Source: an optimization exercise on an open RTL-to-GDS flow (aim: small area, a short achievable clock period and few clock cycles). Production flows keep margins and buffers that such runs may drop.
At most, simulation tests tie the RTL to the original design; equivalence was not proved.

==> flow/design.v (excerpt) <==
module kmeans_top #
(
    parameter K = 8,
    parameter D = 4,
    parameter W = 8,
    parameter N = 128
)
(
    input clk,
    input rst,
    input start,
    input signed [D*W-1:0] point_flat,
    input signed [K*D*W-1:0] init_centroid_flat,
    output done,
    output [6:0] point_addr,
    output signed [K*D*W-1:0] final_centroid_flat
);
For scale: about 8200 cells after synthesis, ~1200 flip-flops, roughly 560 I/O pins, roughly 97000 um2 of cells after synthesis.
==> flow/config.mk <==
export PLATFORM = sky130hd
export DESIGN_NAME = kmeans_top
export DESIGN_NICKNAME = kmeans_top
export VERILOG_FILES = /design/flow/design.v
export SDC_FILE = /design/flow/constraint.sdc
export NUM_CORES = 8
export LEC_CHECK = 0
export ABC_CLOCK_PERIOD_IN_PS = 9000
export CAP_MARGIN = 20
export CORE_MARGIN = 2
export CORE_UTILIZATION = 65
export PLACE_DENSITY = 0.75
export SLEW_MARGIN = 20
export SYNTH_HIERARCHICAL = 1
==> flow/constraint.sdc <==
create_clock -name core_clock -period 40.0 [get_ports {clk}]
set_input_delay 8.0000 -clock core_clock [delete_from_list [all_inputs] [get_ports {clk}]]
set_output_delay 8.0000 -clock core_clock [all_outputs]
set_load 0.01 [all_outputs]
standard.sh (not shown) runs the stock make flow with config.mk's settings and CLKGATE_MAP_FILE= SYNTH_SCRIPT=/design/flow/synth_recipe.tcl, a recipe that flattens the netlist after the stock synthesis.
==> flow/flow/run.sh <==
#!/bin/bash
# Layout flow: the standard synthesis unchanged, then the standard
# layout steps, with
#  - the timing repair asked to leave SETUP_SLACK_MARGIN ns of setup slack,
#    i.e. to aim at a shorter period than the constraint's 40 ns;
#  - small port buffers (every port still gets its own buffer);
#  - clock tree synthesis without dummy loads.
set -euo pipefail
MARGIN=31
CTS="-sink_clustering_enable -repair_clock_nets -dont_use_dummy_load -sink_clustering_size 20 -sink_clustering_max_diameter 100"
bash standard.sh synth > synth.log 2>&1
sed "s|CLKGATE_MAP_FILE= |CLKGATE_MAP_FILE= SETUP_SLACK_MARGIN=$MARGIN 'BUFFER_PORTS_ARGS=-buffer_cell sky130_fd_sc_hd__buf_1' 'CTS_ARGS=$CTS' |" standard.sh > layout.sh
bash layout.sh > layout.log 2>&1
The starting point ran to the end with no violations.
Testbench counts at the start, summed over its fixed seeds: cycles 132,252.
Then changed:
--- a/flow/flow/run.sh
+++ b/flow/flow/run.sh
@@ -9 +9 @@
-MARGIN=31
+MARGIN=30.3
Outcome: The changed run passed the timing, design-rule and antenna checks. Wire length shrinks by 10%. Worst setup slack degrades by 0.27 ns. Clock skew shrinks by 0.022 ns. Design area shrinks by 6.0%. Flip-flop and latch count does not change. Die area does not change. Register-to-register slack degrades by 0.47 ns. Core utilization shrinks by 4.5 points. Via count shrinks by 5.5%.
Then changed:
--- a/flow/flow/run.sh
+++ b/flow/flow/run.sh
@@ -9,2 +9,2 @@
-MARGIN=30.3
-CTS="-sink_clustering_enable -repair_clock_nets -dont_use_dummy_load -sink_clustering_size 20 -sink_clustering_max_diameter 100"
+MARGIN=31
+CTS="-sink_clustering_enable -repair_clock_nets -dont_use_dummy_load"
What happened: Synthesized area is unchanged; via count grows by a few percent; wire length is higher by roughly a tenth; clock-buffer cell count rose by 56.
Then changed:
--- a/flow/flow/run.sh
+++ b/flow/flow/run.sh
@@ -9,2 +9,2 @@
-MARGIN=31
-CTS="-sink_clustering_enable -repair_clock_nets -dont_use_dummy_load"
+MARGIN=30.6
+CTS="-sink_clustering_enable -repair_clock_nets -dont_use_dummy_load -sink_clustering_size 20 -sink_clustering_max_diameter 100"
Settings changed: CORE_UTILIZATION 65 to 75, PLACE_DENSITY 0.75 to 0.85.
Outcome: Critical path depth increases by 30; non-clock buffer count fell by 273; cell area is lower by a few percent.


## P
Another version of the RTL of kmeans_top (not shown whole).
Size: ~560 I/O pins, ~0.099 sq mm of cells after synthesis.
export LEC_CHECK = 0
export ABC_CLOCK_PERIOD_IN_PS = 9000
export CAP_MARGIN = 20
export CORE_MARGIN = 2
export CORE_UTILIZATION = 65
export PLACE_DENSITY = 0.75
export SLEW_MARGIN = 20
export SYNTH_HIERARCHICAL = 1
create_clock -name core_clock -period 40.0 [get_ports {clk}]
==> flow/flow/run.sh <==
#!/bin/bash
# Layout flow: the standard synthesis unchanged, then the standard
# layout steps, with
#  - the timing repair asked to leave SETUP_SLACK_MARGIN ns of setup slack,
#    i.e. to aim at a shorter period than the constraint's 40 ns;
#  - small port buffers (every port still gets its own buffer);
#  - clock tree synthesis without dummy loads.
set -euo pipefail
MARGIN=31
CTS="-sink_clustering_enable -repair_clock_nets -dont_use_dummy_load"
bash standard.sh synth > synth.log 2>&1
sed "s|CLKGATE_MAP_FILE= |CLKGATE_MAP_FILE= SETUP_SLACK_MARGIN=$MARGIN 'BUFFER_PORTS_ARGS=-buffer_cell sky130_fd_sc_hd__buf_1' 'CTS_ARGS=$CTS' |" standard.sh > layout.sh
bash layout.sh > layout.log 2>&1
P reached the end of the flow, and the finished layout is clean on the timing, design-rule and antenna checks.
The inputs of Q differ from those of P as listed below.
Settings: CORE_UTILIZATION changed from 65 to 40; PLACE_DENSITY removed (was 0.75).
==> flow/flow/run.sh <==
#!/bin/bash
# Layout flow: the standard synthesis unchanged, then the standard
# layout steps, with
#  - the timing repair asked to leave SETUP_SLACK_MARGIN ns of setup slack,
#    i.e. to aim at a shorter period than the constraint's 40 ns;
#  - small port buffers (every port still gets its own buffer).
set -euo pipefail
MARGIN=31
bash standard.sh synth > synth.log 2>&1
sed "s|CLKGATE_MAP_FILE= |CLKGATE_MAP_FILE= SETUP_SLACK_MARGIN=$MARGIN 'BUFFER_PORTS_ARGS=-buffer_cell sky130_fd_sc_hd__buf_1' |" standard.sh > layout.sh
bash layout.sh > layout.log 2>&1
--- outcome ---
From P to Q the numbers moved as follows: post-layout instance area saw an increase; cell count saw an increase.
Compared with P, Q shows count of plain and timing-repair buffers in the layout lower by 12.
The lower final hold slack came out of Q.
P vs Q, capturing instance or port of the critical path: final_centroid_flat[241] vs final_centroid_flat[45]
NOTE: worst setup slack in Q falls short of that of P
No functional check of the RTL was part of any run of this note.

## port drivers added, routing unchanged
No port has a modelled driver above. Below, the same layouts with a new extraction and two added sets of constraints.
Step 1 (the two cells are an assumption about what drives the block):
set clk [get_ports {clk}]
set_driving_cell -lib_cell sky130_fd_sc_hd__clkbuf_16 $clk
set_driving_cell -lib_cell sky130_fd_sc_hd__buf_2 [delete_from_list [all_inputs] $clk]
Step 2 adds t to the input delays and takes it off the output delays; t is the mean of the earliest and latest rising clock arrival at the registers after step 1. Input paths then give back, and output paths get back, about the clock's delay inside the block.
a / b / c = no drivers / after step 1 / after step 2; a / b = the first two.
run | t (ns) | setup WS [ns] | latest minus earliest clock arrival (ns) | worst data-port slew with drivers (ns) | cell pins on the clock port's net
the first run of note 1 | 0.789 | 30.563 / 30.472 / 30.323 | 0.147 / 0.147 | 0.25 | 1
the second run of note 1 | 0.786 | 30.298 / 30.216 / 29.643 | 0.104 / 0.104 | 0.22 | 1
the third run of note 1 | 0.843 | 30.524 / 30.435 / 30.259 | 0.110 / 0.110 | 0.17 | 1
the fourth run of note 1 | 0.791 | 30.576 / 30.491 / 29.848 | 0.077 / 0.077 | 0.23 | 1
P | 0.860 | 30.418 / 30.329 / 30.132 | 0.128 / 0.129 | 0.29 | 1
Q | 0.889 | 30.230 / 30.148 / 30.142 | 0.120 / 0.120 | 0.14 | 1
After both steps every run listed still meets setup and hold. The setup slack of the fourth run of note 1, which loses most, moves by -0.085 ns with the drivers and by -0.728 ns with both steps.
